Context: an optimization exercise on an open-source flow, tuned for small area. The choices shown serve that exercise and are no tape-out recipe. In this exercise RTL edits were held to simulation tests only and were not proved equivalent to the original. Power figures rest on the tool's default switching activity, not on a simulated workload.

--- flow/flow/run.sh ---
#!/bin/bash
# Own layout flow: the standard ORFS flow (standard.sh) with
#  - synthesis: the standard synthesis script, with an area-oriented ABC
#    mapping script (flow/abc_min_area.script);
#  - port buffers: buf_1 cells (every input and output port still gets one);
#  - CTS: clkbuf_4 clock buffers in clusters of at most 8 sinks, no dummy
#    loads.
# Each tool's output is logged under orfs/logs (ORFS) and in flow_make.log.
set -euo pipefail
W=$(pwd)
export FLOW_WORK=$W
export FLOW_ABC_SCRIPT=$W/flow/abc_min_area.script
bash "$W/standard.sh" \
  SYNTH_SCRIPT="$W/flow/synth_area.tcl" \
  BUFFER_PORTS_ARGS="-buffer_cell sky130_fd_sc_hd__buf_1" \
  CTS_ARGS="-sink_clustering_enable -repair_clock_nets -dont_use_dummy_load -buf_list {sky130_fd_sc_hd__clkbuf_4} -sink_clustering_size 8 -sink_clustering_max_diameter 50" \
  finish > "$W/flow_make.log" 2>&1
--- flow/design.v ---
module font_rom (
    input  logic [6:0] code,
    input  logic [2:0] row,
    input  logic [2:0] col,
    output logic       pixel
);
    wire c5 = code[5];
    wire c2 = code[2];
    wire c6 = code[6];
    wire c3 = code[3];
    wire c4 = code[4];
    wire c0 = code[0];
    wire c1 = code[1];
    wire r2 = row[2];
    wire r1 = row[1];
    wire r0 = row[0];
    wire x1 = col[1];
    wire x2 = col[2];
    wire x0 = col[0];
    wire new_n15, new_n16, new_n17, new_n18, new_n19, new_n20, new_n21,
        new_n22, new_n23, new_n24, new_n25, new_n26, new_n27, new_n28, new_n29,
        new_n30, new_n31, new_n32, new_n33, new_n34, new_n35, new_n36, new_n37,
        new_n38, new_n39, new_n40, new_n41, new_n42, new_n43, new_n44, new_n45,
        new_n46, new_n47, new_n48, new_n49, new_n50, new_n51, new_n52, new_n53,
        new_n54, new_n55, new_n56, new_n57, new_n58, new_n59, new_n60, new_n61,
        new_n62, new_n63, new_n64, new_n65, new_n66, new_n67, new_n68, new_n69,
        new_n70, new_n71, new_n72, new_n73, new_n74, new_n75, new_n76, new_n77,
        new_n78, new_n79, new_n80, new_n81, new_n82, new_n83, new_n84, new_n85,
        new_n86, new_n87, new_n88, new_n89, new_n90, new_n91, new_n92, new_n93,
        new_n94, new_n95, new_n96, new_n97, new_n98, new_n99, new_n100,
        new_n101, new_n102, new_n103, new_n104, new_n105, new_n106, new_n107,
        new_n108, new_n109, new_n110, new_n111, new_n112, new_n113, new_n114,
        new_n115, new_n116, new_n117, new_n118, new_n119, new_n120, new_n121,
        new_n122, new_n123, new_n124, new_n125, new_n126, new_n127, new_n128,
        new_n129, new_n130, new_n131, new_n132, new_n133, new_n134, new_n135,
        new_n136, new_n137, new_n138, new_n139, new_n140, new_n141, new_n142,
        new_n143, new_n144, new_n145, new_n146, new_n147, new_n148, new_n149,
        new_n150, new_n151, new_n152, new_n153, new_n154, new_n155, new_n156,
        new_n157, new_n158, new_n159, new_n160, new_n161, new_n162, new_n163,
        new_n164, new_n165, new_n166, new_n167, new_n168, new_n169, new_n170,
        new_n171, new_n172, new_n173, new_n174, new_n175, new_n176, new_n177,
        new_n178, new_n179, new_n180, new_n181, new_n182, new_n183, new_n184,
        new_n185, new_n186, new_n187, new_n188, new_n189, new_n190, new_n191,
        new_n192, new_n193, new_n194, new_n195, new_n196, new_n197, new_n198,
        new_n199, new_n200, new_n201, new_n202, new_n203, new_n204, new_n205,
        new_n206, new_n207, new_n208, new_n209, new_n210, new_n211, new_n212,
        new_n213, new_n214, new_n215, new_n216, new_n217, new_n218, new_n219,
        new_n220, new_n221, new_n222, new_n223, new_n224, new_n225, new_n226,
        new_n227, new_n228, new_n229, new_n230, new_n231, new_n232, new_n233,
        new_n234, new_n235, new_n236, new_n237, new_n238, new_n239, new_n240,
        new_n241, new_n242, new_n243, new_n244, new_n245, new_n246, new_n247,
        new_n248, new_n249, new_n250, new_n251, new_n252, new_n253, new_n254,
        new_n255, new_n256, new_n257, new_n258, new_n259, new_n260, new_n261,
        new_n262, new_n263, new_n264, new_n265, new_n266, new_n267, new_n268,
        new_n269, new_n270, new_n271, new_n272, new_n273, new_n274, new_n275,
        new_n276, new_n277, new_n278, new_n279, new_n280, new_n281, new_n282,
        new_n283, new_n284, new_n285, new_n286, new_n287, new_n288, new_n289,
        new_n290, new_n291, new_n292, new_n293, new_n294, new_n295, new_n296,
        new_n297, new_n298, new_n299, new_n300, new_n301, new_n302, new_n303,
        new_n304, new_n305, new_n306, new_n307, new_n308, new_n309, new_n310,
        new_n311, new_n312, new_n313, new_n314, new_n315, new_n316, new_n317,
        new_n318, new_n319, new_n320, new_n321, new_n322, new_n323, new_n324,
        new_n325, new_n326, new_n327, new_n328, new_n329, new_n330, new_n331,
        new_n332, new_n333, new_n334, new_n335, new_n336, new_n337, new_n338,
        new_n339, new_n340, new_n341, new_n342, new_n343, new_n344, new_n345,
        new_n346, new_n347, new_n348, new_n349, new_n350, new_n351, new_n352,
        new_n353, new_n354, new_n355, new_n356, new_n357, new_n358, new_n359,
        new_n360, new_n361, new_n362, new_n363, new_n364, new_n365, new_n366,
        new_n367, new_n368, new_n369, new_n370, new_n371, new_n372, new_n373,
        new_n374, new_n375, new_n376, new_n377, new_n378, new_n379, new_n380,
        new_n381, new_n382, new_n383, new_n384, new_n385, new_n386, new_n387,
        new_n388, new_n389, new_n390, new_n391, new_n392, new_n393, new_n394,
        new_n395, new_n396, new_n397, new_n398, new_n399, new_n400, new_n401,
        new_n402, new_n403, new_n404, new_n405, new_n406, new_n407, new_n408,
        new_n409, new_n410, new_n411, new_n412, new_n413, new_n414, new_n415,
        new_n416, new_n417, new_n418, new_n419, new_n420, new_n421, new_n422,
        new_n423, new_n424, new_n425, new_n426, new_n427, new_n428, new_n429,
        new_n430, new_n431, new_n432, new_n433, new_n434, new_n435, new_n436,
        new_n437, new_n438, new_n439, new_n440, new_n441, new_n442, new_n443,
        new_n444, new_n445, new_n446, new_n447, new_n448, new_n449, new_n450,
        new_n451, new_n452, new_n453, new_n454, new_n455, new_n456, new_n457,
        new_n458, new_n459, new_n460, new_n461, new_n462, new_n463, new_n464,
        new_n465, new_n466, new_n467, new_n468, new_n469, new_n470, new_n471,
        new_n472, new_n473, new_n474, new_n475, new_n476, new_n477, new_n478,
        new_n479, new_n480, new_n481, new_n482, new_n483, new_n484, new_n485,
        new_n486, new_n487, new_n488, new_n489, new_n490, new_n491, new_n492,
        new_n493, new_n494, new_n495, new_n496, new_n497, new_n498, new_n499,
        new_n500, new_n501, new_n502, new_n503, new_n504, new_n505, new_n506,
        new_n507, new_n508, new_n509, new_n510, new_n511, new_n512, new_n513,
        new_n514, new_n515, new_n516, new_n517, new_n518, new_n519, new_n520,
        new_n521, new_n522, new_n523, new_n524, new_n525, new_n526, new_n527,
        new_n528, new_n529, new_n530, new_n531, new_n532, new_n533, new_n534,
        new_n535, new_n536, new_n537, new_n538, new_n539, new_n540, new_n541,
        new_n542, new_n543, new_n544, new_n545, new_n546, new_n547, new_n548,
        new_n549, new_n550, new_n551, new_n552, new_n553, new_n554, new_n555;
      assign new_n15 = ~r1 & r0;
      assign new_n16 = r2 & r1;
      assign new_n17 = ~x2 & ~new_n16;
      assign new_n18 = ~new_n15 & new_n17;
      assign new_n19 = c1 & ~c0;
      assign new_n20 = ~x1 & new_n19;
      assign new_n21 = ~new_n18 & new_n20;
      assign new_n22 = ~r1 & ~r0;
      assign new_n23 = r0 & ~x0;
      assign new_n24 = ~new_n22 & ~new_n23;
      assign new_n25 = r1 & r0;
      assign new_n26 = x1 & ~new_n25;
      assign new_n27 = x2 & new_n25;
      assign new_n28 = ~new_n26 & ~new_n27;
      assign new_n29 = x0 & ~new_n28;
      assign new_n30 = ~r2 & ~r1;
      assign new_n31 = ~r0 & new_n30;
      assign new_n32 = ~new_n16 & ~new_n31;
      assign new_n33 = x1 & ~x2;
      assign new_n34 = ~x1 & ~x0;
      assign new_n35 = x2 & new_n34;
      assign new_n36 = ~new_n33 & ~new_n35;
      assign new_n37 = new_n32 & new_n36;
      assign new_n38 = r2 & r0;
      assign new_n39 = ~new_n16 & ~new_n30;
      assign new_n40 = ~new_n38 & new_n39;
      assign new_n41 = ~new_n36 & ~new_n40;
      assign new_n42 = ~new_n37 & ~new_n41;
      assign new_n43 = ~new_n28 & ~new_n40;
      assign new_n44 = ~x0 & ~new_n43;
      assign new_n45 = ~new_n42 & new_n44;
      assign new_n46 = ~new_n29 & ~new_n45;
      assign new_n47 = ~c1 & ~c0;
      assign new_n48 = new_n46 & new_n47;
      assign new_n49 = x1 & ~x0;
      assign new_n50 = ~x1 & x0;
      assign new_n51 = ~new_n49 & ~new_n50;
      assign new_n52 = c1 & c0;
      assign new_n53 = ~new_n51 & new_n52;
      assign new_n54 = ~new_n48 & ~new_n53;
      assign new_n55 = new_n24 & ~new_n54;
      assign new_n56 = ~new_n21 & ~new_n55;
      assign new_n57 = ~x1 & ~new_n16;
      assign new_n58 = ~x2 & x0;
      assign new_n59 = new_n36 & ~new_n58;
      assign new_n60 = ~r2 & ~r0;
      assign new_n61 = ~new_n38 & ~new_n60;
      assign new_n62 = r1 & ~r0;
      assign new_n63 = ~new_n61 & ~new_n62;
      assign new_n64 = new_n59 & new_n63;
      assign new_n65 = r2 & ~r0;
      assign new_n66 = new_n49 & new_n65;
      assign new_n67 = ~new_n64 & ~new_n66;
      assign new_n68 = new_n57 & new_n67;
      assign new_n69 = r2 & new_n25;
      assign new_n70 = ~r0 & ~x0;
      assign new_n71 = new_n30 & new_n70;
      assign new_n72 = ~new_n69 & ~new_n71;
      assign new_n73 = new_n31 & new_n50;
      assign new_n74 = new_n57 & ~new_n73;
      assign new_n75 = new_n47 & ~new_n59;
      assign new_n76 = ~new_n74 & new_n75;
      assign new_n77 = new_n72 & new_n76;
      assign new_n78 = ~new_n68 & new_n77;
      assign new_n79 = new_n56 & new_n78;
      assign new_n80 = ~new_n16 & new_n47;
      assign new_n81 = r0 & new_n68;
      assign new_n82 = new_n80 & ~new_n81;
      assign new_n83 = ~new_n56 & new_n82;
      assign new_n84 = ~new_n79 & ~new_n83;
      assign new_n85 = new_n19 & new_n68;
      assign new_n86 = x1 & ~new_n19;
      assign new_n87 = new_n22 & ~new_n86;
      assign new_n88 = ~c0 & ~new_n26;
      assign new_n89 = ~new_n87 & ~new_n88;
      assign new_n90 = x1 & x2;
      assign new_n91 = new_n19 & ~new_n90;
      assign new_n92 = new_n89 & new_n91;
      assign new_n93 = r2 & new_n92;
      assign new_n94 = ~new_n85 & ~new_n93;
      assign new_n95 = r0 & x0;
      assign new_n96 = ~r2 & ~x2;
      assign new_n97 = ~new_n95 & new_n96;
      assign new_n98 = c1 & ~new_n97;
      assign new_n99 = x1 & ~new_n98;
      assign new_n100 = c1 & ~r2;
      assign new_n101 = new_n35 & new_n100;
      assign new_n102 = ~new_n99 & ~new_n101;
      assign new_n103 = ~x1 & ~x2;
      assign new_n104 = ~new_n90 & ~new_n103;
      assign new_n105 = ~new_n58 & new_n104;
      assign new_n106 = c1 & new_n105;
      assign new_n107 = ~new_n50 & ~new_n106;
      assign new_n108 = ~new_n32 & new_n107;
      assign new_n109 = new_n102 & new_n108;
      assign new_n110 = x1 & x0;
      assign new_n111 = x2 & new_n110;
      assign new_n112 = ~new_n69 & ~new_n111;
      assign new_n113 = c0 & new_n112;
      assign new_n114 = new_n32 & ~new_n102;
      assign new_n115 = new_n113 & ~new_n114;
      assign new_n116 = ~new_n109 & new_n115;
      assign new_n117 = new_n94 & ~new_n116;
      assign new_n118 = ~new_n30 & ~new_n117;
      assign new_n119 = c4 & ~new_n118;
      assign new_n120 = new_n84 & new_n119;
      assign new_n121 = c6 & c5;
      assign new_n122 = ~x2 & new_n34;
      assign new_n123 = new_n15 & new_n122;
      assign new_n124 = ~new_n111 & ~new_n123;
      assign new_n125 = x1 & new_n65;
      assign new_n126 = ~r0 & ~new_n34;
      assign new_n127 = ~r2 & x1;
      assign new_n128 = ~new_n60 & ~new_n127;
      assign new_n129 = ~new_n126 & ~new_n128;
      assign new_n130 = ~new_n125 & ~new_n129;
      assign new_n131 = new_n16 & new_n103;
      assign new_n132 = new_n130 & ~new_n131;
      assign new_n133 = ~r0 & ~new_n132;
      assign new_n134 = ~new_n28 & new_n36;
      assign new_n135 = ~new_n133 & ~new_n134;
      assign new_n136 = r2 & ~new_n135;
      assign new_n137 = new_n124 & ~new_n136;
      assign new_n138 = ~new_n30 & new_n52;
      assign new_n139 = new_n130 & new_n138;
      assign new_n140 = new_n137 & new_n139;
      assign new_n141 = ~new_n16 & ~new_n107;
      assign new_n142 = ~r0 & new_n39;
      assign new_n143 = ~new_n15 & ~new_n142;
      assign new_n144 = new_n72 & new_n143;
      assign new_n145 = ~new_n141 & ~new_n144;
      assign new_n146 = ~x1 & new_n30;
      assign new_n147 = x2 & ~new_n146;
      assign new_n148 = new_n19 & ~new_n147;
      assign new_n149 = ~new_n73 & new_n148;
      assign new_n150 = ~new_n145 & new_n149;
      assign new_n151 = ~c4 & ~new_n150;
      assign new_n152 = new_n47 & new_n112;
      assign new_n153 = ~x2 & ~new_n110;
      assign new_n154 = new_n31 & ~new_n153;
      assign new_n155 = new_n57 & ~new_n96;
      assign new_n156 = ~new_n154 & ~new_n155;
      assign new_n157 = ~new_n49 & ~new_n156;
      assign new_n158 = c1 & ~new_n51;
      assign new_n159 = new_n25 & ~new_n158;
      assign new_n160 = ~new_n90 & ~new_n122;
      assign new_n161 = new_n159 & new_n160;
      assign new_n162 = new_n16 & ~new_n34;
      assign new_n163 = ~new_n161 & ~new_n162;
      assign new_n164 = ~new_n157 & new_n163;
      assign new_n165 = new_n152 & ~new_n164;
      assign new_n166 = ~r0 & ~new_n59;
      assign new_n167 = ~x1 & ~new_n62;
      assign new_n168 = ~new_n16 & new_n167;
      assign new_n169 = ~new_n166 & ~new_n168;
      assign new_n170 = ~new_n30 & ~new_n169;
      assign new_n171 = ~c1 & c0;
      assign new_n172 = x2 & new_n15;
      assign new_n173 = new_n171 & ~new_n172;
      assign new_n174 = new_n170 & new_n173;
      assign new_n175 = ~new_n165 & ~new_n174;
      assign new_n176 = new_n151 & new_n175;
      assign new_n177 = ~new_n140 & new_n176;
      assign new_n178 = new_n121 & ~new_n177;
      assign new_n179 = ~new_n120 & new_n178;
      assign new_n180 = ~new_n32 & new_n104;
      assign new_n181 = new_n40 & new_n103;
      assign new_n182 = ~new_n180 & ~new_n181;
      assign new_n183 = new_n15 & ~new_n51;
      assign new_n184 = new_n182 & ~new_n183;
      assign new_n185 = new_n52 & ~new_n184;
      assign new_n186 = ~c4 & ~new_n185;
      assign new_n187 = x0 & new_n32;
      assign new_n188 = new_n46 & ~new_n187;
      assign new_n189 = ~new_n38 & ~new_n142;
      assign new_n190 = new_n15 & ~new_n153;
      assign new_n191 = ~new_n73 & ~new_n190;
      assign new_n192 = new_n189 & new_n191;
      assign new_n193 = ~new_n59 & new_n192;
      assign new_n194 = ~new_n188 & ~new_n193;
      assign new_n195 = c1 & ~new_n16;
      assign new_n196 = ~new_n38 & new_n195;
      assign new_n197 = ~c0 & ~new_n196;
      assign new_n198 = ~new_n194 & ~new_n197;
      assign new_n199 = new_n32 & new_n51;
      assign new_n200 = ~x2 & ~new_n199;
      assign new_n201 = ~new_n47 & ~new_n52;
      assign new_n202 = x2 & ~new_n201;
      assign new_n203 = ~new_n188 & new_n202;
      assign new_n204 = ~new_n200 & ~new_n203;
      assign new_n205 = ~new_n198 & new_n204;
      assign new_n206 = new_n198 & ~new_n204;
      assign new_n207 = new_n65 & ~new_n206;
      assign new_n208 = new_n52 & ~new_n207;
      assign new_n209 = ~new_n205 & ~new_n208;
      assign new_n210 = new_n186 & ~new_n209;
      assign new_n211 = ~r1 & ~new_n95;
      assign new_n212 = new_n41 & ~new_n211;
      assign new_n213 = c0 & new_n102;
      assign new_n214 = ~new_n212 & new_n213;
      assign new_n215 = r2 & new_n22;
      assign new_n216 = ~new_n25 & ~new_n215;
      assign new_n217 = ~x0 & new_n39;
      assign new_n218 = new_n216 & ~new_n217;
      assign new_n219 = c1 & ~r0;
      assign new_n220 = ~new_n36 & ~new_n219;
      assign new_n221 = new_n218 & new_n220;
      assign new_n222 = ~r1 & ~x1;
      assign new_n223 = r1 & new_n49;
      assign new_n224 = ~new_n222 & ~new_n223;
      assign new_n225 = c1 & ~new_n224;
      assign new_n226 = ~new_n218 & new_n225;
      assign new_n227 = ~new_n221 & ~new_n226;
      assign new_n228 = ~r0 & ~new_n127;
      assign new_n229 = ~new_n227 & new_n228;
      assign new_n230 = new_n59 & new_n146;
      assign new_n231 = c4 & ~new_n230;
      assign new_n232 = ~new_n76 & new_n231;
      assign new_n233 = ~new_n229 & new_n232;
      assign new_n234 = ~new_n214 & new_n233;
      assign new_n235 = new_n94 & new_n234;
      assign new_n236 = c6 & ~c5;
      assign new_n237 = new_n112 & new_n236;
      assign new_n238 = ~new_n235 & new_n237;
      assign new_n239 = ~new_n210 & new_n238;
      assign new_n240 = ~new_n179 & ~new_n239;
      assign new_n241 = ~c3 & ~new_n240;
      assign new_n242 = r1 & ~new_n70;
      assign new_n243 = ~new_n65 & new_n242;
      assign new_n244 = ~x2 & ~new_n243;
      assign new_n245 = new_n84 & ~new_n215;
      assign new_n246 = new_n244 & ~new_n245;
      assign new_n247 = ~new_n127 & ~new_n244;
      assign new_n248 = new_n47 & ~new_n247;
      assign new_n249 = ~new_n246 & new_n248;
      assign new_n250 = new_n49 & new_n60;
      assign new_n251 = ~c0 & ~new_n250;
      assign new_n252 = new_n51 & new_n61;
      assign new_n253 = c1 & new_n38;
      assign new_n254 = x2 & new_n16;
      assign new_n255 = ~new_n253 & ~new_n254;
      assign new_n256 = ~new_n252 & new_n255;
      assign new_n257 = ~new_n251 & new_n256;
      assign new_n258 = ~new_n150 & ~new_n256;
      assign new_n259 = ~new_n257 & ~new_n258;
      assign new_n260 = new_n122 & new_n132;
      assign new_n261 = new_n259 & ~new_n260;
      assign new_n262 = ~x0 & ~new_n32;
      assign new_n263 = new_n256 & new_n262;
      assign new_n264 = new_n171 & ~new_n263;
      assign new_n265 = new_n132 & new_n264;
      assign new_n266 = ~new_n261 & ~new_n265;
      assign new_n267 = ~r2 & x2;
      assign new_n268 = ~new_n143 & new_n267;
      assign new_n269 = ~new_n266 & new_n268;
      assign new_n270 = ~r2 & new_n15;
      assign new_n271 = x1 & new_n270;
      assign new_n272 = ~r2 & ~new_n25;
      assign new_n273 = c1 & ~x1;
      assign new_n274 = ~new_n272 & new_n273;
      assign new_n275 = c1 & r1;
      assign new_n276 = new_n96 & new_n275;
      assign new_n277 = ~new_n274 & ~new_n276;
      assign new_n278 = ~new_n271 & new_n277;
      assign new_n279 = ~new_n161 & ~new_n278;
      assign new_n280 = ~c1 & ~x2;
      assign new_n281 = ~new_n216 & new_n280;
      assign new_n282 = ~new_n90 & ~new_n281;
      assign new_n283 = ~new_n279 & new_n282;
      assign new_n284 = ~new_n269 & new_n283;
      assign new_n285 = c0 & ~new_n284;
      assign new_n286 = ~x1 & ~new_n30;
      assign new_n287 = ~new_n267 & new_n286;
      assign new_n288 = ~c0 & ~new_n287;
      assign new_n289 = ~new_n16 & ~new_n288;
      assign new_n290 = ~new_n152 & ~new_n289;
      assign new_n291 = ~new_n193 & new_n290;
      assign new_n292 = new_n22 & new_n59;
      assign new_n293 = new_n52 & ~new_n292;
      assign new_n294 = x1 & new_n38;
      assign new_n295 = ~c3 & ~new_n294;
      assign new_n296 = ~new_n293 & ~new_n295;
      assign new_n297 = c3 & new_n38;
      assign new_n298 = ~c6 & c5;
      assign new_n299 = c4 & new_n298;
      assign new_n300 = ~new_n297 & new_n299;
      assign new_n301 = ~new_n296 & new_n300;
      assign new_n302 = ~new_n291 & new_n301;
      assign new_n303 = ~new_n285 & new_n302;
      assign new_n304 = ~new_n249 & new_n303;
      assign new_n305 = x1 & ~new_n32;
      assign new_n306 = ~new_n259 & new_n305;
      assign new_n307 = ~new_n22 & new_n52;
      assign new_n308 = ~new_n46 & new_n307;
      assign new_n309 = r2 & ~x2;
      assign new_n310 = c0 & new_n267;
      assign new_n311 = ~new_n309 & ~new_n310;
      assign new_n312 = ~new_n171 & ~new_n311;
      assign new_n313 = ~new_n308 & new_n312;
      assign new_n314 = ~new_n161 & ~new_n313;
      assign new_n315 = new_n89 & ~new_n314;
      assign new_n316 = ~new_n306 & new_n315;
      assign new_n317 = ~c6 & ~new_n316;
      assign new_n318 = ~new_n100 & ~new_n273;
      assign new_n319 = ~new_n307 & new_n318;
      assign new_n320 = new_n170 & ~new_n319;
      assign new_n321 = ~new_n22 & ~new_n36;
      assign new_n322 = new_n211 & new_n321;
      assign new_n323 = new_n272 & ~new_n286;
      assign new_n324 = new_n201 & ~new_n323;
      assign new_n325 = ~new_n288 & new_n324;
      assign new_n326 = ~new_n322 & new_n325;
      assign new_n327 = ~new_n229 & new_n326;
      assign new_n328 = ~new_n76 & new_n121;
      assign new_n329 = ~new_n327 & new_n328;
      assign new_n330 = new_n112 & ~new_n329;
      assign new_n331 = ~new_n320 & ~new_n330;
      assign new_n332 = ~c1 & x0;
      assign new_n333 = ~new_n21 & ~new_n332;
      assign new_n334 = new_n215 & ~new_n333;
      assign new_n335 = ~new_n36 & ~new_n159;
      assign new_n336 = ~r1 & ~new_n23;
      assign new_n337 = new_n272 & ~new_n336;
      assign new_n338 = ~new_n21 & new_n337;
      assign new_n339 = new_n201 & ~new_n338;
      assign new_n340 = new_n335 & new_n339;
      assign new_n341 = ~new_n334 & new_n340;
      assign new_n342 = new_n15 & new_n107;
      assign new_n343 = ~new_n42 & ~new_n342;
      assign new_n344 = new_n52 & ~new_n343;
      assign new_n345 = ~r0 & ~new_n49;
      assign new_n346 = r2 & ~new_n51;
      assign new_n347 = ~new_n345 & new_n346;
      assign new_n348 = new_n80 & ~new_n347;
      assign new_n349 = ~new_n200 & new_n348;
      assign new_n350 = c6 & ~new_n349;
      assign new_n351 = ~new_n344 & new_n350;
      assign new_n352 = ~new_n341 & new_n351;
      assign new_n353 = ~c5 & ~new_n352;
      assign new_n354 = ~c4 & c3;
      assign new_n355 = ~new_n353 & new_n354;
      assign new_n356 = ~new_n331 & new_n355;
      assign new_n357 = ~new_n317 & new_n356;
      assign new_n358 = c2 & ~new_n357;
      assign new_n359 = ~new_n304 & new_n358;
      assign new_n360 = ~new_n241 & new_n359;
      assign new_n361 = new_n22 & ~new_n103;
      assign new_n362 = new_n52 & ~new_n361;
      assign new_n363 = ~new_n126 & ~new_n182;
      assign new_n364 = new_n171 & ~new_n363;
      assign new_n365 = ~new_n362 & ~new_n364;
      assign new_n366 = new_n170 & ~new_n365;
      assign new_n367 = new_n90 & new_n143;
      assign new_n368 = r0 & new_n122;
      assign new_n369 = new_n51 & ~new_n143;
      assign new_n370 = ~new_n368 & ~new_n369;
      assign new_n371 = ~new_n367 & new_n370;
      assign new_n372 = new_n19 & new_n371;
      assign new_n373 = ~new_n153 & new_n272;
      assign new_n374 = new_n16 & ~new_n345;
      assign new_n375 = ~new_n373 & ~new_n374;
      assign new_n376 = new_n372 & new_n375;
      assign new_n377 = new_n62 & new_n171;
      assign new_n378 = new_n346 & new_n377;
      assign new_n379 = ~c3 & ~new_n378;
      assign new_n380 = ~new_n376 & new_n379;
      assign new_n381 = ~new_n366 & new_n380;
      assign new_n382 = ~c4 & ~new_n381;
      assign new_n383 = ~new_n127 & new_n171;
      assign new_n384 = new_n137 & new_n383;
      assign new_n385 = ~r2 & new_n51;
      assign new_n386 = ~new_n62 & ~new_n385;
      assign new_n387 = new_n91 & ~new_n386;
      assign new_n388 = ~c0 & new_n227;
      assign new_n389 = ~new_n24 & new_n36;
      assign new_n390 = new_n24 & ~new_n36;
      assign new_n391 = new_n112 & ~new_n275;
      assign new_n392 = ~new_n390 & new_n391;
      assign new_n393 = ~new_n389 & new_n392;
      assign new_n394 = new_n388 & new_n393;
      assign new_n395 = ~new_n387 & ~new_n394;
      assign new_n396 = ~new_n384 & new_n395;
      assign new_n397 = c3 & ~new_n396;
      assign new_n398 = new_n16 & ~new_n59;
      assign new_n399 = new_n156 & ~new_n398;
      assign new_n400 = x2 & new_n399;
      assign new_n401 = ~new_n38 & ~new_n129;
      assign new_n402 = ~x2 & ~new_n401;
      assign new_n403 = ~new_n27 & ~new_n402;
      assign new_n404 = new_n293 & new_n403;
      assign new_n405 = ~new_n400 & new_n404;
      assign new_n406 = new_n266 & ~new_n405;
      assign new_n407 = c4 & ~c3;
      assign new_n408 = new_n15 & new_n90;
      assign new_n409 = new_n407 & ~new_n408;
      assign new_n410 = new_n124 & new_n409;
      assign new_n411 = ~new_n406 & new_n410;
      assign new_n412 = ~new_n397 & ~new_n411;
      assign new_n413 = ~new_n30 & ~new_n412;
      assign new_n414 = ~new_n382 & ~new_n413;
      assign new_n415 = new_n171 & ~new_n267;
      assign new_n416 = ~new_n59 & new_n415;
      assign new_n417 = ~new_n167 & new_n416;
      assign new_n418 = new_n56 & ~new_n417;
      assign new_n419 = ~new_n270 & ~new_n418;
      assign new_n420 = ~new_n59 & new_n62;
      assign new_n421 = ~new_n201 & ~new_n420;
      assign new_n422 = c1 & ~new_n103;
      assign new_n423 = ~new_n90 & new_n422;
      assign new_n424 = new_n199 & ~new_n423;
      assign new_n425 = ~new_n53 & ~new_n272;
      assign new_n426 = x2 & ~new_n425;
      assign new_n427 = ~x2 & new_n142;
      assign new_n428 = new_n110 & ~new_n427;
      assign new_n429 = ~new_n426 & ~new_n428;
      assign new_n430 = ~new_n424 & new_n429;
      assign new_n431 = new_n421 & new_n430;
      assign new_n432 = ~new_n419 & ~new_n431;
      assign new_n433 = ~new_n69 & ~new_n432;
      assign new_n434 = r2 & new_n19;
      assign new_n435 = new_n25 & new_n434;
      assign new_n436 = ~new_n59 & new_n435;
      assign new_n437 = new_n354 & ~new_n436;
      assign new_n438 = ~new_n433 & new_n437;
      assign new_n439 = new_n121 & ~new_n438;
      assign new_n440 = ~new_n414 & new_n439;
      assign new_n441 = new_n25 & ~new_n416;
      assign new_n442 = ~new_n47 & ~new_n441;
      assign new_n443 = new_n36 & ~new_n218;
      assign new_n444 = ~new_n442 & new_n443;
      assign new_n445 = new_n218 & new_n276;
      assign new_n446 = ~r2 & ~x1;
      assign new_n447 = new_n171 & new_n446;
      assign new_n448 = ~new_n388 & ~new_n447;
      assign new_n449 = ~new_n445 & ~new_n448;
      assign new_n450 = ~new_n444 & new_n449;
      assign new_n451 = ~new_n272 & new_n417;
      assign new_n452 = c3 & ~new_n451;
      assign new_n453 = ~new_n450 & new_n452;
      assign new_n454 = c0 & x2;
      assign new_n455 = ~r1 & ~new_n454;
      assign new_n456 = r2 & ~new_n455;
      assign new_n457 = ~new_n15 & ~new_n456;
      assign new_n458 = c1 & ~new_n457;
      assign new_n459 = new_n58 & new_n270;
      assign new_n460 = ~new_n458 & ~new_n459;
      assign new_n461 = ~new_n166 & ~new_n222;
      assign new_n462 = ~new_n460 & ~new_n461;
      assign new_n463 = ~new_n127 & ~new_n422;
      assign new_n464 = ~new_n22 & ~new_n463;
      assign new_n465 = ~new_n131 & ~new_n464;
      assign new_n466 = new_n67 & new_n465;
      assign new_n467 = ~new_n140 & new_n466;
      assign new_n468 = ~new_n462 & ~new_n467;
      assign new_n469 = c0 & ~new_n468;
      assign new_n470 = ~new_n276 & ~new_n434;
      assign new_n471 = new_n46 & ~new_n470;
      assign new_n472 = r2 & ~new_n280;
      assign new_n473 = ~c0 & ~new_n472;
      assign new_n474 = new_n371 & new_n473;
      assign new_n475 = ~c3 & ~new_n474;
      assign new_n476 = ~new_n471 & new_n475;
      assign new_n477 = ~new_n469 & new_n476;
      assign new_n478 = ~new_n453 & ~new_n477;
      assign new_n479 = c4 & ~new_n478;
      assign new_n480 = new_n46 & new_n52;
      assign new_n481 = new_n19 & ~new_n399;
      assign new_n482 = ~new_n36 & ~new_n49;
      assign new_n483 = ~new_n180 & ~new_n482;
      assign new_n484 = new_n171 & ~new_n483;
      assign new_n485 = new_n47 & ~new_n335;
      assign new_n486 = new_n354 & ~new_n485;
      assign new_n487 = ~new_n484 & new_n486;
      assign new_n488 = ~new_n481 & new_n487;
      assign new_n489 = ~new_n480 & new_n488;
      assign new_n490 = ~r2 & ~new_n242;
      assign new_n491 = new_n321 & ~new_n490;
      assign new_n492 = new_n36 & new_n490;
      assign new_n493 = ~new_n491 & ~new_n492;
      assign new_n494 = new_n264 & new_n493;
      assign new_n495 = ~c3 & ~new_n494;
      assign new_n496 = new_n186 & new_n495;
      assign new_n497 = ~new_n372 & new_n496;
      assign new_n498 = new_n237 & ~new_n497;
      assign new_n499 = ~new_n489 & new_n498;
      assign new_n500 = ~new_n479 & new_n499;
      assign new_n501 = ~new_n68 & new_n454;
      assign new_n502 = new_n272 & ~new_n466;
      assign new_n503 = c0 & new_n190;
      assign new_n504 = ~c0 & new_n222;
      assign new_n505 = ~new_n272 & ~new_n454;
      assign new_n506 = ~new_n504 & new_n505;
      assign new_n507 = ~new_n503 & new_n506;
      assign new_n508 = ~new_n193 & new_n507;
      assign new_n509 = ~c1 & ~new_n508;
      assign new_n510 = ~new_n502 & new_n509;
      assign new_n511 = ~new_n501 & new_n510;
      assign new_n512 = ~new_n92 & ~new_n511;
      assign new_n513 = new_n299 & ~new_n512;
      assign new_n514 = ~new_n30 & ~new_n113;
      assign new_n515 = ~new_n50 & ~new_n105;
      assign new_n516 = ~new_n142 & new_n515;
      assign new_n517 = ~new_n514 & ~new_n516;
      assign new_n518 = ~new_n51 & new_n104;
      assign new_n519 = new_n272 & new_n518;
      assign new_n520 = ~new_n517 & ~new_n519;
      assign new_n521 = c1 & ~new_n520;
      assign new_n522 = ~new_n38 & new_n171;
      assign new_n523 = new_n482 & new_n522;
      assign new_n524 = ~c4 & ~new_n523;
      assign new_n525 = ~new_n521 & new_n524;
      assign new_n526 = ~c3 & new_n298;
      assign new_n527 = ~new_n525 & new_n526;
      assign new_n528 = ~new_n513 & ~new_n527;
      assign new_n529 = ~new_n100 & ~new_n150;
      assign new_n530 = ~r1 & new_n166;
      assign new_n531 = r1 & ~new_n103;
      assign new_n532 = new_n28 & new_n531;
      assign new_n533 = ~new_n35 & ~new_n532;
      assign new_n534 = ~new_n530 & new_n533;
      assign new_n535 = ~new_n529 & ~new_n534;
      assign new_n536 = ~x0 & ~new_n309;
      assign new_n537 = ~new_n267 & new_n536;
      assign new_n538 = new_n104 & new_n537;
      assign new_n539 = new_n227 & ~new_n538;
      assign new_n540 = new_n262 & new_n539;
      assign new_n541 = new_n32 & ~new_n539;
      assign new_n542 = new_n152 & ~new_n541;
      assign new_n543 = ~new_n540 & new_n542;
      assign new_n544 = ~new_n16 & ~new_n86;
      assign new_n545 = ~new_n69 & ~new_n90;
      assign new_n546 = new_n201 & new_n545;
      assign new_n547 = ~new_n544 & new_n546;
      assign new_n548 = new_n407 & ~new_n547;
      assign new_n549 = ~new_n462 & new_n548;
      assign new_n550 = ~new_n543 & new_n549;
      assign new_n551 = ~new_n535 & new_n550;
      assign new_n552 = ~new_n528 & ~new_n551;
      assign new_n553 = ~c2 & ~new_n552;
      assign new_n554 = ~new_n500 & new_n553;
      assign new_n555 = ~new_n440 & new_n554;
      assign pixel = ~new_n360 & ~new_n555;
endmodule
module caption_renderer (
    input  logic         clk,
    input  logic         rst_n,
    input  logic [7:0]   pixel_x,
    input  logic [7:0]   pixel_y,
    input  logic         text_load,       
    input  logic [255:0] text_string,
    input  logic [4:0]   text_length,
    input  logic [7:0]   cfg_y_position,
    output logic         box_d1,          
    output logic         lit_d1           
);
    localparam CHARS = 18;
    function automatic logic [8:0] sub_ripple(input logic [7:0] a, input logic [7:0] b);
        logic borrow;
        borrow = 1'b0;
        for (int i = 0; i < 8; i++) begin
            sub_ripple[i] = a[i] ^ b[i] ^ borrow;
            borrow = (~a[i] & b[i]) | (~(a[i] ^ b[i]) & borrow);
        end
        sub_ripple[8] = borrow;
    endfunction
    logic [6:0] line_buffer [0:CHARS-1];
    logic [4:0] line_length;
    always_ff @(posedge clk or negedge rst_n) begin
        if (!rst_n)
            line_length <= 5'd0;
        else if (text_load)
            line_length <= (text_length[4] & (text_length[3] | text_length[2] |
                                              (text_length[1] & text_length[0])))
                           ? 5'd18 : text_length;    
    end
    always_ff @(posedge clk) begin
        if (text_load)
            for (int c = 0; c < CHARS; c++)
                line_buffer[c] <= text_string[254 - c*8 -: 7];
    end
    logic [8:0] y_off;
    assign y_off = sub_ripple(pixel_y, cfg_y_position);
    wire in_rows = ~y_off[8] & ~y_off[7] & ~y_off[6] & ~y_off[3] &
                   (~y_off[5] | (~y_off[4] & ~y_off[2]));
    wire [2:0] glyph_row = y_off[2:0];
    wire [2:0] start_q = {~(line_length[2] ^ (line_length[1] | line_length[0])),
                          line_length[1] ^ line_length[0], line_length[0]};    
    logic [8:0] rel;
    assign rel = sub_ripple({2'b0, pixel_x[7:2]}, {5'b0, start_q});
    wire [4:0] char_index = rel[5:1];
    logic [8:0] idx_cmp;
    assign idx_cmp = sub_ripple({3'b0, char_index}, {3'b0, line_length});
    wire in_x = ~rel[8] & idx_cmp[8];
    wire in_box = in_rows & in_x;
    logic [6:0] cur_char;
    always_comb begin
        if (!in_box)
            cur_char = 7'd0;
        else if (char_index[4])
            cur_char = char_index[0] ? line_buffer[17] : line_buffer[16];
        else
            cur_char = line_buffer[char_index[3:0]];
    end
    logic [6:0] char_d1;
    logic       glyph_pixel;
    font_rom u_font_rom (
        .code  (char_d1),
        .row   (glyph_row),
        .col   (pixel_x[2:0]),
        .pixel (glyph_pixel)
    );
    always_ff @(posedge clk) begin
        char_d1 <= cur_char;
        box_d1  <= in_box;
        lit_d1  <= in_box & glyph_pixel;
    end
endmodule
module alpha_blender (
    input  logic        clk,
    input  logic        rst_n,
    input  logic [14:0] vid_rgb_in,
    input  logic        vid_de_in,
    input  logic        vid_vs_in,
    input  logic        vid_hs_in,
    input  logic        overlay_alpha,
    input  logic        overlay_lit,
    input  logic [14:0] overlay_color,
    output logic [14:0] vid_rgb_out,
    output logic        vid_de_out,
    output logic        vid_vs_out,
    output logic        vid_hs_out,
    input  logic        cfg_enable
);
    logic [17:0] vid_d1, vid_d2;
    always_ff @(posedge clk) begin
        vid_d1 <= {vid_rgb_in, vid_de_in, vid_vs_in, vid_hs_in};
        vid_d2 <= vid_d1;
    end
    wire show_caption = cfg_enable & overlay_alpha;
    always_ff @(posedge clk or negedge rst_n) begin
        if (!rst_n) begin
            vid_rgb_out <= 15'h0000;
            vid_de_out  <= 1'b0;
            vid_vs_out  <= 1'b0;
            vid_hs_out  <= 1'b0;
        end else begin
            vid_rgb_out <= show_caption ? (overlay_lit ? overlay_color : 15'h0000)
                                        : vid_d2[17:3];
            vid_de_out  <= vid_d2[2];
            vid_vs_out  <= vid_d2[1];
            vid_hs_out  <= vid_d2[0];
        end
    end
endmodule
`timescale 1ns / 1ps
module caption_overlay (
    input  logic         clk,
    input  logic         rst_n,
    input  logic [14:0]  vid_rgb_in,
    input  logic         vid_de_in,
    input  logic         vid_vs_in,
    input  logic         vid_hs_in,
    input  logic [7:0]   vid_x,
    input  logic [7:0]   vid_y,
    input  logic         text_valid,
    input  logic [255:0] text_string,
    input  logic [4:0]   text_length,
    input  logic         cfg_enable,
    input  logic         cfg_mode,
    input  logic [14:0]  cfg_caption_color,
    input  logic [7:0]   cfg_caption_y,
    output logic [14:0]  vid_rgb_out,
    output logic         vid_de_out,
    output logic         vid_vs_out,
    output logic         vid_hs_out
);
    wire caption_en = cfg_enable & cfg_mode;
    logic box_d1, lit_d1;
    caption_renderer u_caption_renderer (
        .clk            (clk),
        .rst_n          (rst_n),
        .pixel_x        (vid_x),
        .pixel_y        (vid_y),
        .text_load      (text_valid & caption_en),
        .text_string    (text_string),
        .text_length    (text_length),
        .cfg_y_position (cfg_caption_y),
        .box_d1         (box_d1),
        .lit_d1         (lit_d1)
    );
    logic        caption_alpha, caption_lit;
    logic [14:0] caption_color;
    always_ff @(posedge clk or negedge rst_n) begin
        if (!rst_n) begin
            caption_alpha <= 1'b0;
            caption_lit   <= 1'b0;
        end else begin
            caption_alpha <= caption_en & box_d1;
            caption_lit   <= caption_en & lit_d1;
        end
    end
    always_ff @(posedge clk)
        caption_color <= cfg_caption_color;
    alpha_blender u_alpha_blender (
        .clk           (clk),
        .rst_n         (rst_n),
        .vid_rgb_in    (vid_rgb_in),
        .vid_de_in     (vid_de_in),
        .vid_vs_in     (vid_vs_in),
        .vid_hs_in     (vid_hs_in),
        .overlay_alpha (caption_alpha),
        .overlay_lit   (caption_lit),
        .overlay_color (caption_color),
        .vid_rgb_out   (vid_rgb_out),
        .vid_de_out    (vid_de_out),
        .vid_vs_out    (vid_vs_out),
        .vid_hs_out    (vid_hs_out),
        .cfg_enable    (cfg_enable)
    );
endmodule
--- flow/config.mk ---
export PLATFORM = sky130hd
export DESIGN_NAME = caption_overlay
export DESIGN_NICKNAME = caption_overlay
export VERILOG_FILES = /design/flow/design.v
export SDC_FILE = /design/flow/constraint.sdc
export NUM_CORES = 4
export LEC_CHECK = 0
export ABC_AREA = 1
export CAP_MARGIN = 20
export CORE_MARGIN = 2
export CORE_UTILIZATION = 40
export GPL_TIMING_DRIVEN = 0
export SLEW_MARGIN = 20
export SYNTH_MEMORY_MAX_BITS = 16384
--- flow/standard.sh ---
#!/bin/bash
# synth_recipe.tcl (not shown) runs the flow's synth.tcl, then flattens the netlist and writes it again
# the make line also repeats each setting of config.mk as NAME=value (left out here)
make -C /OpenROAD-flow-scripts/flow DESIGN_CONFIG=/design/flow/config.mk WORK_HOME=/design/flow/orfs CLKGATE_MAP_FILE= SYNTH_SCRIPT=/design/flow/synth_recipe.tcl "${@:-finish}"
--- flow/flow/synth_area.tcl ---
# The standard synthesis (synth_recipe.tcl, which ORFS's synth.tcl runs
# under), with one change: the final ABC technology mapping uses an
# area-oriented script instead of ORFS's delay-oriented one. Registers are
# mapped before ABC runs, so they are those of the standard synthesis.
proc abc {args} {
  set i [lsearch -exact $args -script]
  if { $i >= 0 } {
    lset args [expr { $i + 1 }] $::env(FLOW_ABC_SCRIPT)
  }
  yosys abc {*}$args
}
source $::env(FLOW_WORK)/synth_recipe.tcl
--- flow/constraint.sdc ---
create_clock -name core_clock -period 10.0 [get_ports {clk}]
set_input_delay 2.0000 -clock core_clock [delete_from_list [all_inputs] [get_ports {clk}]]
set_output_delay 2.0000 -clock core_clock [all_outputs]
set_load 0.01 [all_outputs]
--- flow/flow/abc_min_area.script ---
strash
dch
amap
mfs2
strash
dch
amap
mfs2
strash
dch
amap
topo
stime -c
==> results of run 1 <==
## report_power, final
part,internal [uW],switching [uW]
sequential,967,14.5
combinational,145,313
clock,137,256
total,1250,583
## placed cells by master, fill, tap and decap left out, drive strengths merged, types with 4 or more instances in the layout
master,Yosys,routed
o21a,8,8
a31oi,4,4
a2111oi,8,8
a211oi,4,4
clkinv,83,83
fa,9,9
nor2,102,102
nand3,12,12
dfxtp,60,60
a32o,16,16
o21ai,26,26
a21oi,35,35
a221oi,10,10
dfrtp,25,25
o22ai,14,14
a222oi,18,18
clkbuf,0,30
o311ai,5,5
nor4,7,7
a22oi,13,13
nand2,46,46
edfxtp,126,126
nor3,44,44
a41oi,5,5
buf,0,211
a22o,5,5
ha,24,24
## cell families after synthesis
kind of cell	Yosys count	synth area share (%)
adders and majority gates	33	5.39
buffers and inverters	83	3.49
DFF	211	62.9
AOI/OAI and AO/OA	205	17.1
and+or+nand+nor	228	11.1
## registers in the layout, summed over array words and instances (netlist names), 5 cells and up
name	flops
u_caption_renderer.line_buffer	126
u_alpha_blender.vid_d1	18
u_alpha_blender.vid_rgb_out	15
u_alpha_blender.vid_d2	18
u_caption_renderer.char_d1	7
caption_color	15
u_caption_renderer.line_length	5
## metrics by stage
step / total power [uW] / area [um^2]
floorplan: 1270 / 8920
detailed placement: 1450 / 10100
global placement: 1460 / 10100
finish: 1830 / 10300
global route: 1930 / 10300
CTS: 1840 / 10300
## path summary, 6_finish.rpt
check | endpoint | slack (ns) | cells after the start | startpoint
max | u_caption_renderer.lit_d1 | 1.63 | 22 | vid_y[0]
min | u_alpha_blender.vid_d2[8] | 0.32 | 0 | u_alpha_blender.vid_d1[8]
max reg2reg | u_caption_renderer.lit_d1 | 5.24 | 16 | u_caption_renderer.char_d1[1]
min reg2reg | u_alpha_blender.vid_d2[8] | 0.32 | 0 | u_alpha_blender.vid_d1[8]
max in group asynchronous | u_alpha_blender.vid_rgb_out[4] | 8.24 | 1 | rst_n
min in group asynchronous | u_caption_renderer.line_length[0] | 1.34 | 1 | rst_n
## routing by layer
layer  wire [um]  track usage [%]
met1       11200             30.9
met2       14400             41.6
met3        2310             4.00
met4        1580             13.8
met5           0                0
## area by class of cell
type	instances	area, um^2	area share, %
flip-flops and latches	211	5610	54.3
multi-input cells	466	3020	29.2
repair buffers	211	817	7.90
well taps	280	350	3.39
inverters	83	317	3.06
clock buffers	30	225	2.18
diodes	2	5.00	0.0484
==> results.py, run 1 <==
metrics = {
    "die": {
        "coreArea_mm2": 0.0218,
        "die-width_um": 153,
        "pin_count": 341,
        "num_rows": 54,
        "dieArea_mm2": 0.0235,
        "start_util_pct": 40.9,
        "die_h_um": 153,
    },
    "yosys": {
        "synth.avg_cell_area_um2": 11.7,
        "synth_common_cells": "edfxtp_1 (126), nor2_1 (102), clkinv_1 (83)",
        "yosys_warnings": 4,
        "ys_seq_area_share_pct": 62.9,
        "synthCells": 760,
        "syn_area_mm2": 0.00892,
        "synth_top_area_cell": "edfxtp_1",
        "synth_enable_flop_cells": 126,
        "synthMostInstantiatedCell": "edfxtp_1",
        "yosys-top-cells-area": "edfxtp_1 (42%), dfxtp_1 (13%), dfrtp_1 (7.0%)",
        "ys_ff_latch": 211,
        "syn_nets": 1116,
        "yosys_most_used_dff": "edfxtp_1",
        "synth_async_sr_flop_share_pct": 11.8,
        "synth_top_area_share_pct": 42.4,
        "yosysUniqueCellTypes": 51,
    },
    "setup_path": {
        "cpMostUsedCell": "clkinv_1",
        "path_delay_family": "compound AO/OA/AOI/OAI gates",
        "cp-start-kind": "input pin",
        "cp-end-kind": "flip-flop",
        "cp_slowest_stage_delay_ns": 0.98,
        "crit_chain": "buf_1 -> clkinv_1 -> ha_1 -> fa_1 -> fa_1 -> clkinv_1 -> ha_1 -> nor2_1 -> clkinv_1 -> o22ai_1 -> o21ai_0 -> o22ai_1 -> clkinv_1 -> a21oi_1 -> o21ai_0 -> o41ai_1 -> nor3_1 -> nor3_1 -> o21ai_0 -> nand4b_1 -> nand2_1 -> nor2b_1",
        "critPathMaxFanout": 16,
        "crit_required_ns": 10.57,
        "arrival_ns": 8.94,
        "critical_path_class": "input pin to flip-flop",
        "slowest_stage": "fa_1",
        "cp.buffers_inverters": 5,
    },
    "timing": {
        "setup_viol": 0,
        "slew_headroom_pct": 25.1,
        "fin_ws_ns": 1.63,
        "fin_crit_ns": 8.37,
        "hold_violations": 0,
        "timing.fmax_ghz": 0.119,
        "clock-skew-final_ns": 0.0547,
        "worst_pin_slew_ns": 1.11,
        "fin_crit_sh_pct": 83.7,
        "maxSlewViolCount": 0,
        "fin_hold_ws_ns": 0.324,
        "grt_setup_unrepaired": "false",
        "tns_ns": 0,
    },
    "placement": {
        "placed_cells": 1251,
        "dp_hpwl_mm": 22.5,
        "gp_congestion": 0.990,
        "portBuffers": 210,
        "pre_cts_slack_ns": 1.34,
    },
    "clock_network": {
        "clockRootBuffer": "clkbuf_4",
        "post_cts_buffers": 0,
        "numCtsBuffers": 30,
        "postCtsHoldBufs": 0,
        "clkSlewWorstSetupHoldPaths_ns": 0.09,
        "clockBufferDepth": 3,
        "clock_sinks": 211,
        "clk-insertion-delay-late_ns": 0.65,
        "postCtsResizedCells": 0,
        "htreeDepth": 1,
        "cts_tree": "yes",
    },
    "grt": {
        "antenna_found_initial": 2,
        "grt_overflow_total": 0,
        "grt_max_degree": 71,
        "grt.total_usage_pct": 24.9,
        "grt_pass1_vias": 7528,
        "grt_pass1_wl_mm": 44.6,
    },
    "routing": {
        "ant_nets": 0,
        "vias_per_cell": 5.75,
        "first_pass_iters": 6,
        "drc_errors": 0,
        "via_count": 7377,
        "wirelength_mm": 29.5,
        "post_drt_wl_per_cell_um": 23.0,
        "drt_iter0_drc": 706,
    },
    "hold_path": {
        "hold_class": "flip-flop to flip-flop",
    },
    "final_layout": {
        "area.growth.synth_to_final_pct": 16.0,
        "fillers": 2032,
        "instances_no_fill": 1283,
        "nNetsFinal": 1359,
        "postLayoutCoreUtil_pct": 47.4,
        "layout-drive-gt1-share_pct": 3.70,
    },
    "pwr": {
        "static-leakage-power_uw": 0.00348,
        "peakVddDrop_v": 0.000113,
        "cellPowerDensity_mw_per_mm2": 177,
    },
    "run": {
        "drv_cap": 0,
    },
    "status": {
        "outcome": "finished clean",
    },
}
==> inputs of run 2 (changes only) <==
--- a/flow/design.v
+++ b/flow/design.v
@@ -689,9 +689,7 @@
     wire in_box = in_rows & in_x;
     logic [6:0] cur_char;
     always_comb begin
-        if (!in_box)
-            cur_char = 7'd0;
-        else if (char_index[4])
+        if (char_index[4])
             cur_char = char_index[0] ? line_buffer[17] : line_buffer[16];
         else
             cur_char = line_buffer[char_index[3:0]];
@@ -707,7 +705,7 @@
     always_ff @(posedge clk) begin
         char_d1 <= cur_char;
         box_d1  <= in_box;
-        lit_d1  <= in_box & glyph_pixel;
+        lit_d1  <= in_box & box_d1 & glyph_pixel;
     end
 endmodule
 module alpha_blender (
==> run 2 against run 1 <==
- still clean
- setup slack better by 0.37 ns
- sequential share of layout area is 0.052 points lower
- combinational power is 65% higher
- worst hold slack worse by 0.0037 ns
- total power is 19% higher
==> results.py, run 2 <==
metrics = {
    "setup_path": {
        "ff2ff_path_depth": 14,
        "crit_required_ns": 10.58,
        "arrival_ns": 8.59,
        "critical_path_class": "input pin to flip-flop",
        "cp-start-kind": "input pin",
        "critPathMaxFanout": 15,
        "cp-end-kind": "flip-flop",
    },
    "grt": {
        "grt_overflow_total": 0,
        "grt_pass1_vias": 7394,
        "grt_pass1_wl_mm": 44.4,
        "antenna_found_initial": 3,
        "grt.total_usage_pct": 25.0,
        "grt_max_degree": 68,
    },
    "clock_network": {
        "postCtsResizedCells": 0,
        "numCtsBuffers": 31,
        "postCtsHoldBufs": 0,
        "cts_tree": "yes",
        "clock_sinks": 211,
        "clk-insertion-delay-late_ns": 0.63,
        "clockBufferDepth": 3,
        "post_cts_buffers": 0,
        "clockRootBuffer": "clkbuf_4",
        "clkSlewWorstSetupHoldPaths_ns": 0.09,
        "htreeDepth": 1,
    },
    "placement": {
        "portBuffers": 210,
        "gp_congestion": 1.01,
        "dp_hpwl_mm": 22.3,
    },
    "yosys": {
        "yosys_warnings": 4,
        "synth_enable_flop_cells": 126,
        "ys_ff_latch": 211,
        "synth_top_area_cell": "edfxtp_1",
        "synth_async_sr_flop_share_pct": 11.8,
        "synth_common_cells": "edfxtp_1 (126), nor2_1 (99), clkinv_1 (88)",
        "syn_nets": 1110,
        "synthMostInstantiatedCell": "edfxtp_1",
        "syn_area_mm2": 0.00890,
        "yosys_most_used_dff": "edfxtp_1",
        "yosysUniqueCellTypes": 46,
        "ys_seq_area_share_pct": 63.1,
        "synth.avg_cell_area_um2": 11.8,
        "synth_top_area_share_pct": 42.5,
        "synthCells": 754,
        "yosys-top-cells-area": "edfxtp_1 (43%), dfxtp_1 (14%), dfrtp_1 (7.0%)",
    },
    "final_layout": {
        "postLayoutCoreUtil_pct": 47.4,
        "area.growth.synth_to_final_pct": 16.4,
        "largest-register": "u_caption_renderer.line_buffer",
        "largest_registers": "u_caption_renderer.line_buffer: 126 flops, u_alpha_blender.vid_d1: 18 flops, u_alpha_blender.vid_d2: 18 flops",
        "layout_common_cells": "buf_1 (209), edfxtp_1 (126), nor2_1 (99), clkinv_1 (87), dfxtp_1 (60)",
        "mostFrequentLayoutCell": "buf_1",
        "layout-drive-gt1-share_pct": 4.21,
        "nNetsFinal": 1355,
        "largest_register_ffs": 126,
    },
    "routing": {
        "first_pass_iters": 5,
        "via_count": 7340,
        "drt_iter0_drc": 584,
        "post_drt_wl_per_cell_um": 23.2,
        "ant_nets": 0,
        "vias_per_cell": 5.73,
        "drc_errors": 0,
        "wirelength_mm": 29.7,
    },
    "die": {
        "pin_count": 341,
        "dieArea_mm2": 0.0234,
        "num_rows": 54,
        "die_h_um": 153,
        "die-width_um": 153,
        "coreArea_mm2": 0.0218,
        "start_util_pct": 40.8,
    },
    "timing": {
        "worst_pin_slew_ns": 1.09,
        "setup_viol": 0,
        "timing.fmax_ghz": 0.125,
        "fin_crit_sh_pct": 80.1,
        "slew_headroom_pct": 26.8,
        "clock-skew-final_ns": 0.0491,
        "hold_violations": 0,
        "fin_crit_ns": 8.01,
        "tns_ns": 0,
        "maxSlewViolCount": 0,
        "fin_hold_ws_ns": 0.320,
        "grt_setup_unrepaired": "false",
    },
    "run": {
        "drv_cap": 0,
    },
    "hold_path": {
        "hold_class": "flip-flop to flip-flop",
        "holdPathStages": 0,
    },
    "pwr": {
        "cellPowerDensity_mw_per_mm2": 211,
        "static-leakage-power_uw": 0.00351,
        "peakVddDrop_v": 0.000109,
    },
    "status": {
        "outcome": "finished clean",
    },
}
run 2: cell types whose count changed in the layout (fill, tap and decap cells not counted), moves of 4 or more:
cell	change
clkinv_1	+5
nand2_1	-11
nor3_1	-12
or2_0	+5
a41oi_1	-5
a31oi_1	+15
nand3_1	-5
o21ai_0	+5
a2111oi_0	-6
nand4_1	+4
run 2: critical path, stage by stage:
cell and delay, ns:
buf_1 0.07, clkinv_1 0.06, ha_1 0.21, fa_1 0.38
fa_1 1.03, clkinv_1 0.65, ha_1 0.58, nor2_1 0.83
a21oi_1 0.24, o22ai_1 0.41, clkinv_1 0.22, a21oi_1 0.22
o21ai_0 0.14, o32ai_1 0.54, nor3_1 0.12, nor4_1 0.29
a31oi_1 0.06, o21ai_0 0.14, nor2b_1 0.21, and3_1 0.17
run 2: through the flow:
step	cell area, um^2	cells	power, uW	worst slack, ns
floorplan	8900	754	1480	3.63
global placement	10000	1244	1800	1.23
detailed placement	10100	1245	1780	1.58
CTS	10300	1276	2170	2.26
global route	10300	1280	2300	1.77
finish	10400	1281	2180	1.99
run 2: worst paths after layout:
kind	start	end	slack [ns]
worst max-delay path	vid_y[0]	u_caption_renderer.lit_d1	1.99
worst min-delay path	u_alpha_blender.vid_d1[11]	u_alpha_blender.vid_d2[11]	0.32
worst max register to register	u_caption_renderer.char_d1[1]	u_caption_renderer.lit_d1	4.95
worst min register to register	u_alpha_blender.vid_d1[11]	u_alpha_blender.vid_d2[11]	0.32
max in group asynchronous	rst_n	u_caption_renderer.line_length[2]	8.19
min in group asynchronous	rst_n	u_alpha_blender.vid_rgb_out[8]	1.37
run 2: final cells by class:
type                            count  area (um^2)
Timing Repair Buffer              212          822
Antenna cell                        4         10.0
Sequential cell                   211         5610
Multi-Input combinational cell    455         2990
Inverter                           88          335
Fill cell                        2087        11500
Clock buffer                       31          233
Tap cell                          280          350
run 2: per-layer routing:
layer	global-route usage (%)	vias up	routed length, um
met5	0	-	0
met4	13.6	0	1670
met3	4.54	111	2360
met2	41.9	400	14400
met1	30.6	3457	11200
li1	-	3372	-
run 2: power by group:
group	total, uW	internal, uW	switching, uW
Combinational	752	240	512
Sequential	1040	981	54.3
Clock	396	142	254
Total	2180	1360	821
run 2: cells by family after synthesis:
kind of cell | after synthesis | synth area share [%]
AOI/OAI and AO/OA | 214 | 17.5
DFF | 211 | 63.1
and+or+nand+nor | 208 | 10.3
buffers and inverters | 88 | 3.71
adders and majority gates | 33 | 5.40

-- port drivers added, routing unchanged --
No port has a modelled driver above. Below, the same layouts with a new extraction and two added sets of constraints. Step 1 sets driving cells, clkbuf_16 on the clock port and buf_2 on the other inputs (assumed; they add their load-dependent delay and slew). Step 2 moves the port delays by t, midway between the first and last clock arrival at a register: inputs arrive t later, outputs are due t later. That takes back most of the time a late clock gives input paths. Slacks: ideal / step 1 / step 2; pairs: ideal / step 1.
run	shift t [ns]	setup slack, ns	worst hold slack (ns)	worst setup path at the end	clock arrival spread, ns
run 1	0.665	1.626 / 1.641 / 0.976	0.324 / 0.324 / 0.324	input to register	0.060 / 0.061
run 2	0.647	1.994 / 2.012 / 1.364	0.320 / 0.320 / 0.320	input to register	0.049 / 0.049
After both steps every run listed still meets setup and hold. For run 1, which loses most, drivers alone change the setup slack by +0.015 ns; drivers and shift together by -0.650 ns.
